Context: an optimization exercise on an open-source flow, tuned for small area, a short achievable clock period and few clock cycles. The choices shown serve that exercise and are no tape-out recipe.
The RTL was checked by simulation tests, not by an equivalence proof against the original design.
Power is estimated from default activity; no workload was simulated.

Setup of rev 12:
// user_proj_sdram
module user_proj_sdram (
    input  wire        wb_clk_i,
    input  wire        wb_rst_i,
    input  wire        wbs_stb_i,
    input  wire        wbs_cyc_i,
    input  wire        wbs_we_i,
    input  wire [3:0]  wbs_sel_i,
    input  wire [31:0] wbs_dat_i,
    input  wire [31:0] wbs_adr_i,
    output wire        wbs_ack_o,
    output wire [31:0] wbs_dat_o,
    output wire        sdram_cke,
    output wire        sdram_cs_n,
    output wire        sdram_ras_n,
    output wire        sdram_cas_n,
    output wire        sdram_we_n,
    output wire [3:0]  sdram_dqm,
    output wire [1:0]  sdram_ba,
    output wire [12:0] sdram_a,
    input  wire [31:0] sdram_dqi,
    output wire [31:0] sdram_dqo
);
    sdram_controller u_ctrl (
        .clk      (wb_clk_i),
        .rst      (wb_rst_i),
        .req      (wbs_stb_i & wbs_cyc_i),
        .we       (wbs_we_i),
        .sel      (wbs_sel_i),
        .adr      (wbs_adr_i[22:0]),
        .dat_i    (wbs_dat_i),
        .ack      (wbs_ack_o),
        .dat_o    (wbs_dat_o),
        .sdram_cke(sdram_cke),
        .sdram_cs_n(sdram_cs_n),
        .sdram_ras_n(sdram_ras_n),
        .sdram_cas_n(sdram_cas_n),
        .sdram_we_n(sdram_we_n),
        .sdram_dqm(sdram_dqm),
        .sdram_ba (sdram_ba),
        .sdram_a  (sdram_a),
        .sdram_dqi(sdram_dqi),
        .sdram_dqo(sdram_dqo)
    );
endmodule
Settings: LEC_CHECK=0, ABC_AREA=1, CAP_MARGIN=20, CORE_MARGIN=2, CORE_UTILIZATION=40, SETUP_SLACK_MARGIN=1.5, SLEW_MARGIN=20; clock period 4.5 ns.
standard.sh (not shown) runs the stock make flow with config.mk's settings and CLKGATE_MAP_FILE= SYNTH_SCRIPT=/design/flow/synth_recipe.tcl, a recipe that flattens the netlist after the stock synthesis.
==> flow/flow/run.sh <==
#!/bin/bash
# Standard layout, with the smallest buffer on the ports (buffer_ports
# otherwise picks clkdlybuf4s50_1); timing repair still sizes them up where
# needed. Each tool writes its own log under orfs/logs; make's output goes
# to flow_make.log.
set -euo pipefail
export BUFFER_PORTS_ARGS="-buffer_cell sky130_fd_sc_hd__buf_1"
bash standard.sh > flow_make.log 2>&1
Rev 12: no failed stages, no open violations at the end
Testbench counts of rev 12, summed over its fixed seeds: cycles 23,166.
Edits applied to the flow inputs when going from rev 12 to rev 13:
--- a/flow/design.v
+++ b/flow/design.v
@@ -27,14 +27,12 @@
     localparam [3:0] CMD_PRECHARGE = 4'b0010;
     localparam [3:0] CMD_REFRESH   = 4'b0001;
     localparam [9:0] REF_AT = 10'd760;
     reg  [3:0]  cmd_q;
     reg  [1:0]  ba_q;
     reg  [12:0] a_q;
-    reg  [31:0] dqo_q;
-    reg  [3:0]  dqm_q;
     reg  [3:0]  open_q;
     reg  [10:0] row_q [0:3];
     reg  [2:0]  tact_q [0:3];    
     reg  [2:0]  tref_q;          
     reg  [9:0]  rcnt_q;
     reg         rreq_q;
@@ -53,21 +51,22 @@
     wire wr = req & we;
     wire [1:0]  xb = adr[13:12];
     wire [10:0] xr = {adr[1:0], adr[22:14]};
     wire [1:0]  pb = p0_q[11:10];
     wire last_act = (cmd_q == CMD_ACTIVE);
     wire last_pre = (cmd_q == CMD_PRECHARGE);
-    wire last_wr  = (cmd_q == CMD_WRITE);
-    reg [3:0] rw_ok, pre_ok, act_ok, row_hit_x;
+    wire pins_free = (cmd_q == CMD_NOP) | (cmd_q == CMD_READ);
+    reg [3:0] rw_ok, wr_ok, pre_ok, act_ok, row_hit_x;
     reg       all_pre_ok, ref_ok;
     always @* begin
-        all_pre_ok = ~last_wr;
+        all_pre_ok = 1'b1;
         ref_ok = (tref_q == 3'd7) & ~last_pre & ~(|open_q);
         for (i = 0; i < 4; i = i + 1) begin
             rw_ok[i]  = open_q[i] & (tact_q[i] >= 3'd2);
-            pre_ok[i] = (tact_q[i] >= 3'd5) & ~(last_wr & ba_q == i);
+            wr_ok[i]  = open_q[i] & (tact_q[i] >= 3'd3);
+            pre_ok[i] = (tact_q[i] >= 3'd5);
             act_ok[i] = (tact_q[i] == 3'd7) & ~last_pre & ~last_act & (tref_q == 3'd7);
             row_hit_x[i] = (row_q[i] == xr);
             if (open_q[i] && tact_q[i] < 3'd5)
                 all_pre_ok = 1'b0;
         end
     end
@@ -76,17 +75,19 @@
     wire       col_eq = (adr[11:2] == btag_q[9:0]);
     reg  [3:0] ack_b;
     always @* begin
         for (i = 0; i < 4; i = i + 1)
             ack_b[i] = (xb == i) & row_hit_x[i] &
                        ((rd & col_eq & bv_q & (btag_q[11:10] == i)) |
-                        (wr & rw_ok[i] & ~rreq_q));
+                        (wr & wr_ok[i] & ~rreq_q & pins_free));
     end
     wire x_go    = rw_ok[xb] & row_hit_x[xb] & ~rreq_q;
+    wire w_go    = wr_ok[xb] & row_hit_x[xb] & ~rreq_q & pins_free;
+    wire w_sel   = wr & pins_free;    
     wire p_go    = eon_q & rw_ok[pb] & ~rreq_q;
-    wire wr_acc = wr & x_go;
+    wire wr_acc = wr & w_go;
     wire rd_ack = rd & hit_b;
     wire miss   = rd & ~hit_b & ~rpend_q;
     assign ack = |ack_b;
     assign dat_o = sdram_dqi;
     reg  [3:0]  cmd_d;
     reg  [1:0]  ba_d;
@@ -112,15 +113,15 @@
             end else if (ref_ok) begin
                 cmd_d = CMD_REFRESH;
                 do_ref = 1'b1;
             end
         end else if (wr | miss) begin
             if (x_rowok) begin
-                if (x_go) begin
-                    cmd_d = wr ? CMD_WRITE : CMD_READ;
-                    dir_rd = rd;
+                if (rd & x_go) begin
+                    cmd_d = CMD_READ;
+                    dir_rd = 1'b1;
                 end
             end else if (open_q[xb]) begin
                 if (pre_ok[xb]) begin
                     cmd_d = CMD_PRECHARGE;
                     do_pre = 1'b1;
                 end
@@ -134,17 +135,20 @@
             ba_d = pb;
             a_d = {3'b000, p0_q[9:0]};
             spec_rd = 1'b1;
         end
     end
     assign sdram_cke = 1'b1;
-    assign {sdram_cs_n, sdram_ras_n, sdram_cas_n, sdram_we_n} = cmd_q;
-    assign sdram_ba = ba_q;
-    assign sdram_a = a_q;
-    assign sdram_dqo = dqo_q;
-    assign sdram_dqm = dqm_q;
+    assign sdram_cs_n  = cmd_q[3];
+    assign sdram_ras_n = w_sel | cmd_q[2];
+    assign sdram_cas_n = w_sel ? ~w_go : cmd_q[1];
+    assign sdram_we_n  = w_sel ? ~w_go : cmd_q[0];
+    assign sdram_ba = w_sel ? xb : ba_q;
+    assign sdram_a = w_sel ? {3'b000, adr[11:2]} : a_q;
+    assign sdram_dqo = dat_i;
+    assign sdram_dqm = ~sel;
     wire        dual = (hcnt_q == 2'd3) & hseq_q & (adr[11:2] != h1n_q[9:0]);
     wire [5:0]  t_dx = adr[7:2] - h2n_q[5:0] + 6'd1;
     wire [9:0]  t_2x = {adr[10:2], 1'b1} - h2n_q;   
     wire [11:0] t_p0 = dual ? h1n_q : {adr[13:12], adr[11:2] + 10'd1};
     wire [11:0] t_p1 = {adr[13:12], dual ? t_2x : adr[11:2] + 10'd2};
     wire [5:0]  t_d0 = dual ? 6'd1 : 6'd2;
@@ -182,27 +186,25 @@
                 rreq_q <= 1'b0;
             end else begin
                 rcnt_q <= rcnt_q + 10'd1;
                 if (rcnt_q == REF_AT)
                     rreq_q <= 1'b1;
             end
-            av_q <= (cmd_q == CMD_READ) & ~wr_acc;
+            av_q <= (cmd_q == CMD_READ) & ~w_sel;
             bv_q <= av_q & ~wr_acc;
             rpend_q <= (rpend_q | dir_rd) & ~rd_ack & ~wr_acc;
             if (wr_acc) begin
                 eon_q <= 1'b0;
                 hcnt_q <= 2'd0;
             end else if (dir_rd)
                 eon_q <= 1'b1;
             if (rd_ack && hcnt_q != 2'd3)
                 hcnt_q <= hcnt_q + 2'd1;
         end
         ba_q <= ba_d;
         a_q <= a_d;
-        dqo_q <= dat_i;
-        dqm_q <= ~sel;
         if (do_act)
             row_q[xb] <= xr;
         atag_q <= {ba_q, a_q[9:0]};
         btag_q <= atag_q;
         if (dir_rd) begin
             p0_q <= t_p0;
--- outcome ---
- Rev 13 finished end to end and its layout was clean on timing, DRC and antenna.
- Rev 12: flow completed, timing, DRC and antenna clean
- flip-flops and latches as the cell class ranked first by area was reported by rev 12, and multi-input combinational cells by rev 13.
- Between rev 12 and rev 13, highest net fanout along the worst path is lower for rev 13, rev 12 comes in above that.
- Between rev 12 and rev 13, setup slack of the critical path after layout is higher for rev 13, rev 12 comes in under that.
- Rev 13 vs. rev 12: post-placement setup slack went down by 0.020 ns.
- Rev 12 consumes more power than rev 13.
- Going from rev 12 to rev 13, total routing usage reported by global routing grows by 1.1 points.
Testbench counts of rev 13, summed over its fixed seeds: cycles 23,278.

==> re-timing with driven ports <==
Ports are ideal in the flow. The routed layouts listed here were re-timed in OpenROAD. Step 1, drivers: a clkbuf_16 drives wb_clk_i and a buf_2 each remaining input, both assumed. Step 2, shift: input delay + t, output delay - t, t = (earliest + latest rising clock arrival at the registers) / 2. This alone moves slack from input paths to output paths. a / b / c = ideal / step 1 / step 2; a / b = the first two.
run | t, ns | slack for setup (ns) | worst setup path after step 2 | clock arrival spread, ns
rev 12 | 0.577 | 1.089 / 1.069 / 1.052 | input to register | 0.012 / 0.011
rev 13 | 0.474 | 1.269 / 1.213 / 1.150 | input to register | 0.011 / 0.011
After both steps setup and hold are still met in every run listed. The setup slack of rev 13, which loses most, moves by -0.056 ns with the drivers and by -0.119 ns with both steps.
